This design comes from an exercise in tuning for small area, a short achievable clock period and few clock cycles on the open sky130 flow, not from production work. Function was checked by simulation only, so behaviour that the tests miss may differ from the original. Power figures rest on the tool's default switching activity, not on a simulated workload.

==> design/flow/design.v <==
`timescale 1ns / 1ps
module mux_2_1(out, select, in1, in2);
parameter width = 5;
	output [width-1:0] out;
	input select;
	input [width-1:0] in1;
	input [width-1:0] in2;
	assign out = select ? in2:in1;
endmodule
`timescale 1ns / 1ps
module mux_3_1(out, select, in1, in2, in3);
parameter width = 5;
	output reg [width-1:0] out;
	input [1:0] select;
	input [width-1:0] in1;
	input [width-1:0] in2;
	input [width-1:0] in3;
	always@(select or in1 or in2 or in3)
	begin
		if(select == 2'b00)
			out <= in1;
		else if(select == 2'b01)
			out <= in2;
		else if(select == 2'b10)
			out <= in3;
		else
			out <= 1'b0;
	end
endmodule
`timescale 1ns / 1ps
module Ideal_ALU(R1, Zero, R2, R3, ALUOp);
	parameter	word_size = 32;		 
	input  [word_size-1:0] R2, R3;
	input	 [2:0]			  ALUOp;
	output reg [word_size-1:0] R1;	 
	output reg Zero;											 
 always @ (R2, R3, ALUOp)				 
	begin
		case (ALUOp)
			3'h0: R1 = R2;
			3'h1: R1 = ~R2;
			3'h2: R1 = (R2 + R3);
			3'h3: R1 = (R2 - R3);
			3'h4: R1 = (R2 | R3);
			3'h5: R1 = (R2 & R3);
			3'h6: R1 = (R2 ^ R3);
			3'h7: R1 = (($signed(R2) < $signed(R3))? 1:0);	
		endcase
		if(R1 == 32'b0)
			Zero = 1'b1;
		else
			Zero = 1'b0;
	end
endmodule
module nbit_register_file(write_data, 
                          read_data_1, read_data_2, 
                          read_sel_1, read_sel_2, 
                          write_address, RegWrite, WordPosition, clk);
    parameter data_width = 32;
    parameter select_width = 5; 
    input                                       clk, RegWrite;
	 input			  [1:0]								WordPosition;				
    input           [data_width-1:0]            write_data;
    input           [4:0]                       read_sel_1, read_sel_2, write_address;
    output		     [data_width-1:0]            read_data_1, read_data_2;
    reg             [data_width-1:0]            register_file [0:data_width-1];
	 assign		read_data_1 = register_file[read_sel_1];
	 assign		read_data_2 = register_file[read_sel_2];
    always @ (posedge clk) begin
        if (RegWrite) 
		  begin
				if(WordPosition == 2'b1)
					register_file[write_address] <= {register_file[write_address][31:16], write_data[15:0]};
				else if(WordPosition == 2'b10)
					register_file[write_address] <= {write_data[15:0], register_file[write_address][15:0]};
				else
					register_file[write_address] <= write_data;
			end
    end
endmodule
`timescale 1ns / 1ps
module FSM(
			input [5:0] opcode,
			input clk,
			input rst,
			output reg PCWrite,
			output reg PCWriteCond,
			output reg InstMemRead,
			output reg MemRead,
			output reg MemWrite,
			output reg MemtoReg,
			output reg InstrRegWrite,
			output reg [1:0] PCSource,
			output reg [2:0] ALUop,
			output reg [1:0] ALUSrcB,
			output reg [1:0] ALUSrcA,
			output reg RegRead1,
			output reg RegRead2,
			output reg RegWrite,
			output reg ImmExtend,
			output reg BranchType,
			output reg [1:0] RegWordPos
			);
			parameter	LW = 6'b100011, SW = 6'b101011, J = 6'b000001, BEQ = 6'b000100, R_type = 6'b010000;
			reg [3:0] state;
			reg [3:0] next_state;
			always@(*)
			begin
				next_state = state;
				InstMemRead = 0;
				PCWrite = 0;
				PCWriteCond = 0;
				MemRead = 0;
				MemWrite = 0;
				MemtoReg = 0;
				InstrRegWrite = 0;
				PCSource = 2'b0;
				ALUop = 3'b0;
				ALUSrcB = 2'b0;
				ALUSrcA = 2'b0;
				RegRead1 = 0;
				RegRead2 = 0;
				RegWrite = 0;
				ImmExtend = 0;
				BranchType = 0;
				RegWordPos = 0;
				case(state)
					4'd0: 
					begin
						ALUSrcB = 2'b1;
						ALUSrcA = 2'b0;
						ALUop = 3'b010;
						InstrRegWrite = 1;
						PCWrite = 1;
						PCSource = 2'b00;
						next_state = 4'd1;
					end
					4'd1:
					begin
						ALUSrcB = 2'b10;
						ALUSrcA = 2'b0;
						ALUop = 3'b010;
						ImmExtend = 0;
						if(opcode[5:3] == 3'b010 || opcode[5:3] == 3'b110)
						begin
							RegRead1 = 1'b1;
							RegRead2 = 1'b1;
						end
						else if(opcode[5:3] == 3'b100)
						begin
							RegRead1 = 1'b1;
						end
						if(opcode == J)  
							next_state = 4'd2;
						else if(opcode[5:4] == 2'b10)  
							next_state = 4'd3;
						else if(opcode == 6'b111011 || opcode == 6'b111100)  
							next_state = 4'd6;
						else if(opcode[5:4] == 2'b01 || opcode[5:4] == 2'b11)  
							next_state = 4'd4;
						else
							next_state = 4'd0;
					end
					4'd2:
					begin
						PCWrite = 1;
						PCSource = 2'b10;
						next_state = 4'd0;
					end	
					4'd3:
					begin
						ALUSrcB = 2'b0;
						ALUSrcA = 2'b10;
						ALUop = 3'b011;
						PCWriteCond = 1;
						PCSource = 2'b1;
						BranchType = opcode[0];
						next_state = 4'd0;
					end
					4'd4:
					begin
						ALUSrcB = {opcode[5],1'b0};
						if(opcode == 6'b111001 || opcode == 6'b111010)
							ALUSrcA = 2'b1;
						else
							ALUSrcA = 2'b10;
						if(opcode == 6'b111001 || opcode == 6'b111010)
							ALUop = 3'b010;
						else
							ALUop = opcode[2:0];
						if(ALUop == 3'b010 || ALUop == 3'b011 || ALUop == 3'b111)
							ImmExtend = 0;
						else
							ImmExtend = 1;
						next_state = 4'd5;
					end
					4'd5:
					begin
						RegWrite = 1;
						MemtoReg = 0;
						if(opcode == 6'b111001)
							RegWordPos = 2'b1;
						else if(opcode == 6'b111010)  
							RegWordPos = 2'b10;
						else
							RegWordPos = 2'b0;  
						next_state = 4'd0;
					end
					4'd6:
					begin
						ALUop = 3'b010;
						ALUSrcB = 2'b10;
						ImmExtend = 1;
						if(opcode == 6'b111011 || opcode == 6'b111100)  
							ALUSrcA = 2'b1;
						else
							ALUSrcA = 2'b10;  
						if(opcode == 6'b111100 || opcode == 6'b111110)  
								next_state = 4'd9;
						else if(opcode == 6'b111011 || opcode == 6'b111101) 
								next_state = 4'd7;
					end
					4'd7:
					begin
						MemRead = 1;
						next_state = 4'd8;
					end
					4'd8:
					begin
						MemtoReg = 1;
						RegWrite = 1;
						next_state = 4'd0;
					end
					4'd9:
					begin
						MemWrite = 1;
						next_state = 4'd0;
					end
				endcase
			end
			always@(posedge clk)
			begin
				if(rst)
					state <= 4'b0;
				else
					state <= next_state;
			end
endmodule
`timescale 1ns / 1ps
module CPU( 
	input clk,
	input rst,
	output [31:0] PC_OUT,
	input [31:0] instr,
	output [15:0] dmem_addr,
	output [31:0] dmem_wdata,
	output dmem_we,
	input [31:0] dmem_rdata
	);
	reg [31:0] PC;
	reg [31:0] IR;
	assign PC_OUT = PC;
	wire PCWrite;
	wire PCWriteCond;
	wire MemRead;
	wire MemWrite;
	wire MemtoReg;
	wire InstrRegWrite;
	wire [1:0] PCSource;
	wire [2:0] ALUOp;
	wire [1:0] ALUSrcB;
	wire [1:0] ALUSrcA;
	wire RegRead1;
	wire RegRead2;
	wire RegWrite;
	wire ImmExtend;
	wire BranchType;
	wire [1:0] RegWordPos;
	wire [31:0] IR_in;
	assign IR_in = instr;
	FSM stateMachine (
		.opcode(IR[31:26]), 
		.clk(clk), 
		.rst(rst), 
		.PCWrite(PCWrite), 
		.PCWriteCond(PCWriteCond), 
		.MemRead(MemRead), 
		.MemWrite(MemWrite), 
		.MemtoReg(MemtoReg), 
		.InstrRegWrite(InstrRegWrite), 
		.PCSource(PCSource), 
		.ALUop(ALUOp), 
		.ALUSrcB(ALUSrcB), 
		.ALUSrcA(ALUSrcA), 
		.RegRead1(RegRead1), 
		.RegRead2(RegRead2), 
		.RegWrite(RegWrite), 
		.ImmExtend(ImmExtend), 
		.BranchType(BranchType),
		.RegWordPos(RegWordPos)
	);
	wire [31:0] regFileWriteData;
	wire [31:0] readData1;
	wire [31:0] readData2;
	wire [4:0] readSe1;
	wire [4:0] readSe2;
	mux_2_1 #(.width(5)) regFileSelect1 (
		.out(readSe1),
		.select(RegRead1),
		.in1(IR[25:21]),
		.in2(IR[20:16])
	);
	mux_2_1 #(.width(5)) regFileSelect2 (
		.out(readSe2),
		.select(RegRead2),
		.in1(IR[25:21]),
		.in2(IR[15:11])
	);
	nbit_register_file regFile (
		.write_data(regFileWriteData),
		.read_data_1(readData1),
		.read_data_2(readData2),
		.read_sel_1(readSe1),
		.read_sel_2(readSe2),
		.write_address(IR[25:21]),
		.RegWrite(RegWrite),
		.WordPosition(RegWordPos),
		.clk(clk)
	);
	reg [31:0] A;
	reg [31:0] B;
	wire [31:0] immExtIn1;
	wire [31:0] immExtIn2;
	wire [31:0] immExtendOut;
	assign immExtIn1 = {{16{IR[15]}}, IR[15:0]};
	assign immExtIn2 = {16'b0, IR[15:0]};
	mux_2_1 #(.width(32)) immExtender(
		.out(immExtendOut),
		.select(ImmExtend),
		.in1(immExtIn1),
		.in2(immExtIn2)
	);
	wire [31:0] ALUSrc1;
	wire [31:0] ALUSrc2;
	mux_3_1 #(.width(32)) aluIn1 (
		.out(ALUSrc1),
		.select(ALUSrcA),
		.in1(PC),
		.in2(32'b0),
		.in3(A)
	);
	mux_3_1 #(.width(32)) aluIn2 (
		.out(ALUSrc2),
		.select(ALUSrcB),
		.in1(B),
		.in2(32'b1),
		.in3(immExtendOut)
	);
	wire [31:0] ALUOutWire;
	wire ALUZero;
	Ideal_ALU alu (
		.R1(ALUOutWire),
		.Zero(ALUZero),
		.R2(ALUSrc1),
		.R3(ALUSrc2),
		.ALUOp(ALUOp)
	);
	reg [31:0] ALUOut;
	wire ALUZeroInv;
	not branchInv(ALUZeroInv, ALUZero);
	wire branchCon;
	mux_2_1 #(.width(1)) branchMux(
		.out(branchCon),
		.select(BranchType),
		.in1(ALUZero),
		.in2(ALUZeroInv)
	);
	wire branchCond;
	wire PCEnable;
	and (branchCond, PCWriteCond, branchCon);
	or (PCEnable, branchCond, PCWrite);
	wire [31:0] PCData;
	mux_3_1 #(.width(32)) pcSrc (
		.out(PCData),
		.select(PCSource),
		.in1(ALUOutWire),
		.in2(ALUOut),
		.in3({PC[31:26], IR[25:0]})
	);
	wire [31:0] dataMemOut;
	assign dmem_wdata = B;
	assign dmem_addr = ALUOut[15:0];
	assign dmem_we = MemWrite;
	assign dataMemOut = dmem_rdata;
	reg [31:0] memDataRegister;
	mux_2_1 #(.width(32)) regWriteDataMux(
		.out(regFileWriteData),
		.select(MemtoReg),
		.in1(ALUOut),
		.in2(memDataRegister)
	);
	always@(posedge clk)
	begin
		if(rst)
			PC <= 32'b0;
		else if(PCEnable == 1'b1)
		begin
			PC <= PCData;
		end
	end
	always@(posedge clk)
	begin
		A <= readData1;
		B <= readData2;
		ALUOut <= ALUOutWire;
		memDataRegister <= dataMemOut;
		if(InstrRegWrite)
			IR <= IR_in;
	end
endmodule
==> design/flow/run.sh <==
#!/bin/bash
# synth_recipe.tcl (not shown) runs the flow's synth.tcl, then flattens the netlist and writes it again
# the make line also repeats each setting of config.mk as NAME=value (left out here)
make -C /OpenROAD-flow-scripts/flow DESIGN_CONFIG=/design/flow/config.mk WORK_HOME=/design/flow/orfs CLKGATE_MAP_FILE= SYNTH_SCRIPT=/design/flow/synth_recipe.tcl finish
==> design/flow/config.mk <==
export PLATFORM = sky130hd
export DESIGN_NAME = CPU
export DESIGN_NICKNAME = CPU
export VERILOG_FILES = /design/flow/design.v
export SDC_FILE = /design/flow/constraint.sdc
export NUM_CORES = 4
export LEC_CHECK = 0
export CAP_MARGIN = 20
export CORE_MARGIN = 2
export CORE_UTILIZATION = 45
export PLACE_DENSITY = 0.6
export SLEW_MARGIN = 20
==> design/flow/constraint.sdc <==
create_clock -name core_clock -period 6.5 [get_ports {clk}]
set_input_delay 1.3000 -clock core_clock [delete_from_list [all_inputs] [get_ports {clk}]]
set_output_delay 1.3000 -clock core_clock [all_outputs]
set_load 0.01 [all_outputs]
==> results by group <==
Global routing
  • Grt ovf: 0
  • Initial antenna violation count: 9
  • First-pass GRT wire length: roughly 340000 um
  • Vias in the first global route: between 40000 and 50000
  • Largest net degree at the start of global routing: 149
  • Overall Global Routing Usage: 0.316

Worst hold path
  • Worst min path class: reg -> reg
  • Hold Path End: PC[10]$_SDFFE_PP0P_
  • Hold Crit Depth: 2
  • Worst Hold Launch: PC[10]$_SDFFE_PP0P_

Worst setup path
  • RR Startpoint: stateMachine.state[0]$_SDFFE_PP0P_
  • WS Path Type: reg -> reg
  • Max Fanout on Critical Path: 26
  • CP max-delay cell: or4_1
  • Worst EP arrival: between 6 and 7 ns
  • CP endpoint kind: register
  • CP delay by family, top: simple AND/OR/NAND/NOR gates
  • FF-to-FF setup slack: 0.28 ns
  • Worst R2R Path Depth: 20
  • R2R Path End: PC[1]$_SDFFE_PP0P_
  • Levels on crit path: 20
  • Slowest stage delay, CP: around 0.66 ns
  • CP required: roughly 7 ns
  • Cell Chain, Critical Path: buf_4, nor2_1, o21ai_0, a21oi_2, nor2_1, a21oi_1, ha_1, or4_1, nor3_2, o211ai_1, nand3_1, xnor2_1, a221oi_1, a22oi_1, nor4_1, nand4_2, mux2i_4, or2_1, buf_6, a211oi_1
  • Most used cell, CP: nor2_1
  • Bufs and invs on worst path: 2
  • Type of origin of the critical path: register

Cells and area
  • Non-Filler Instances: 8191
  • NumNets Final: ~6400
  • Post-Layout Inst Area: approximately 73000 um^2
  • FILL cells: approximately 12000
  • P&R area growth vs syn: 14.0%
  • Core Util, Final: 0.516
  • Share of cells above drive strength 1: 0.0987

Logic synthesis
  • Ys flop type: edfxtp_1
  • Post-synth net total: approximately 6400
  • Synth Warn #: 5
  • Syn Area/Cell: 10.3 um^2
  • Async set or reset register ratio after synthesis: 0
  • Synth top area cells: edfxtp_1, a211oi_1, nand2_1
  • Mapped Area: 64000 um^2
  • Seq/Total Area, Yosys: 0.546
  • Leading area contributor after synthesis: edfxtp_1
  • Largest family of logic cells by synthesized area: compound AO/OA/AOI/OAI gates
  • Adder-cell share of the synthesized area: 0.0198
  • Syn Inst Count: 6222
  • EDFF count, synth: around 1100
  • Most common cell in the netlist: nand2_1
  • Synth cell types: 93
  • Multiplexer area fraction after synthesis: 0.00977
  • Xor-xnor portion of the synthesized cell area: 0.00397
  • Synth Area in Simple Gates: 0.152
  • Synth top area share: 0.495
  • #FFs+latches synth: around 1200
  • Top post-synthesis cells by count: nand2_1, edfxtp_1, a211oi_1, and2_1, clkbuf_1
  • Synth Area in Compound Gates: 0.226

Place
  • Pre-CTS setup slack: roughly 0.13 ns
  • Port Buffer Count: between 100 and 150
  • Hpwl dp: around 150000 um
  • DP Cell Count: approximately 7900
  • Cell Area, Placed: 68500 um^2
  • GP Congestion: 1.01

Floorplan
  • IO Pins: roughly 150
  • Core Rows: roughly 140
  • Die footprint: around 150000 um^2
  • Initial core utilization: 0.453
  • Core area: 141000 um^2
  • Die X: about 380 um
  • Die Y: 381 um

Power
  • Total power draw: 29.7 mW
  • Static Leak: ~25 nW
  • Max rail drop VDD: 0.000252 V
  • Power Dens Cells: between 400 and 500 nW/um^2

Clocking
  • CTS tree: yes
  • Hold_buf cts: 0
  • Root Driver: clkbuf_16
  • CTS sink cnt: 1220
  • Clock slew at reported path FFs: about 0.060 ns
  • CTS buffer count: between 100 and 150
  • H-tree Lvls: 4
  • Clock tree buffer depth: 3
  • Clock latency (worst-skew pair): ~0.79 ns

STA
  • Final period util: 0.958
  • Max Freq: roughly 0.16 GHz
  • Worst Skew: around 0.032 ns
  • Max_slew headroom: 0.242
  • Final min period: approximately 6.2 ns
  • Slew Limit Fails: 0
  • Setup tns final: 0 ns
  • Fin. Hold Viols: 0
  • PnR worst setup slack: around 0.28 ns
  • Slew @ Worst Pin: 1.11 ns
  • Hold WS: around 0.54 ns
  • Setup violators final: 0

Route
  • Routed vias: between 50000 and 60000
  • DRC marker count from the first detailed-route iteration: approximately 6700
  • WL per Instance: roughly 29 um
  • ANT nets after route: 0
  • DRC errors left: 0
  • Via density: 6.47
  • Drt first pass iters: 7
  • Total wire length: 236000 um

Run
  • Max-Cap Viols: 0

Status
  • Status: finished clean
-- kinds of logic after synthesis --
family | count (synthesis)
AND/OR/NAND/NOR | 2107
buffers and inverters | 677
AO/OA/AOI/OAI | 2030
XOR/XNOR | 29
multiplexers | 59
adder cells (fa/ha/maj) | 100
flip-flops | 1220
-- final cells by class --
type | instances | area, um^2 | share of cell area
Multi-Input combinational cell | 4325 | 26900 | 0.369
Sequential cell | 1220 | 35000 | 0.479
Antenna cell | 2 | 5.00 | 0.0000686
Clock inverter | 65 | 764 | 0.0105
Timing Repair Buffer | 409 | 3920 | 0.0537
Inverter | 104 | 390 | 0.00535
Tap cell | 1890 | 2360 | 0.0324
Clock buffer | 176 | 3620 | 0.0497
-- worst min-delay path: cells and delay by family, from the launching register on --
family             cells  cell delay (ns)
DFF                    1             0.35
and+or+nand+nor        1             0.09
AOI/OAI and AO/OA      1             0.06
-- report_power, final --
part	internal, mW	switching (mW)
clock	4.44	3.25
sequential	9.92	0.736
combinational	3.72	7.66
total	18.1	11.6
-- timing repair --
| item | 4_1_cts | 5_1_grt |
|---|---|---|
| resized for setup | 0 | 21 |
| setup endpoints to repair | 0 | 32 |
| setup buffers | 0 | 1 |
-- state kept, by name (all words and copies together) (netlist names) --
| name | flops |
|---|---|
| memDataRegister | 32 |
| IR | 32 |
| B | 32 |
| A | 32 |
| ALUOut | 32 |
| regFile.register_file | 1024 |
| PC | 32 |
| stateMachine.state | 4 |
-- cells in the final DEF, fill, tap and decap left out, types with 13 or more instances in the layout --
cell type	netlist	routed
a211oi_1	730	730
a211oi_2	14	14
a21o_1	93	93
a21oi_1	330	325
a221oi_1	13	13
a222oi_1	19	19
a22oi_1	37	36
a311oi_1	261	261
a31oi_1	271	270
a32oi_1	14	14
and2_1	517	517
buf_12	0	34
buf_4	22	224
clkbuf_1	476	34
clkbuf_16	0	137
clkdlybuf4s50_1	0	145
clkinv_1	0	18
clkinv_2	0	17
dfxtp_1	164	163
edfxtp_1	1056	1056
ha_1	98	96
inv_1	103	103
mux2_2	22	18
mux2i_1	35	27
nand2_1	1209	1209
nand2b_1	24	24
nand3_1	29	29
nand4_1	13	13
nor2_1	165	96
nor2_2	1	49
nor2_4	0	21
nor2b_1	18	18
nor3_1	49	45
o211ai_1	15	15
o21a_1	26	24
o21ai_0	88	86
o31ai_1	18	17
xnor2_1	25	25
-- how the worst max path moves through the flow --
stage	endpoint	slack (ns)	startpoint
floorplan	PC[19]$_SDFFE_PP0P_	0.42	stateMachine.state[1]$_SDFFE_PP0P_
global placement	PC[5]$_SDFFE_PP0P_	0.15	IR[31]$_DFFE_PP_
detailed placement	PC[6]$_SDFFE_PP0P_	0.13	stateMachine.state[2]$_SDFFE_PP0P_
CTS	PC[25]$_SDFFE_PP0P_	0.10	stateMachine.state[2]$_SDFFE_PP0P_
global route	PC[6]$_SDFFE_PP0P_	-0.02	IR[28]$_DFFE_PP_
finish	PC[1]$_SDFFE_PP0P_	0.28	stateMachine.state[0]$_SDFFE_PP0P_
-- routing by layer --
layer | global-route usage | part of all wire
met1 | 0.427 | 0.40
met2 | 0.494 | 0.45
met3 | 0.0608 | 0.096
met4 | 0.138 | 0.046
met5 | 0 | 0.00011
Testbench counts, summed over its fixed seeds: cycles 117,794.

-- what the ideal ports hide --
No port has a modelled driver above. Below, the same layout with a new extraction and two added sets of constraints.
Step 1, drivers: a clkbuf_16 drives clk and a buf_2 each remaining input, both assumed.
Step 2 moves the port delays by t, midway between the first and last clock arrival at a register: inputs arrive t later, outputs are due t later. That takes back most of the time a late clock gives input paths.
a / b / c = ideal / step 1 / step 2; a / b = the first two.
t, ns: 0.851
setup slack, ns: 0.276 / 0.276 / 0.276
worst register clock-pin slew, ns: 0.07 / 0.07
cell pins on the clock port's net: 1
After both steps setup and hold are still met in this run. For this run, drivers alone change the setup slack by 0.000 ns; drivers and shift together by 0.000 ns.
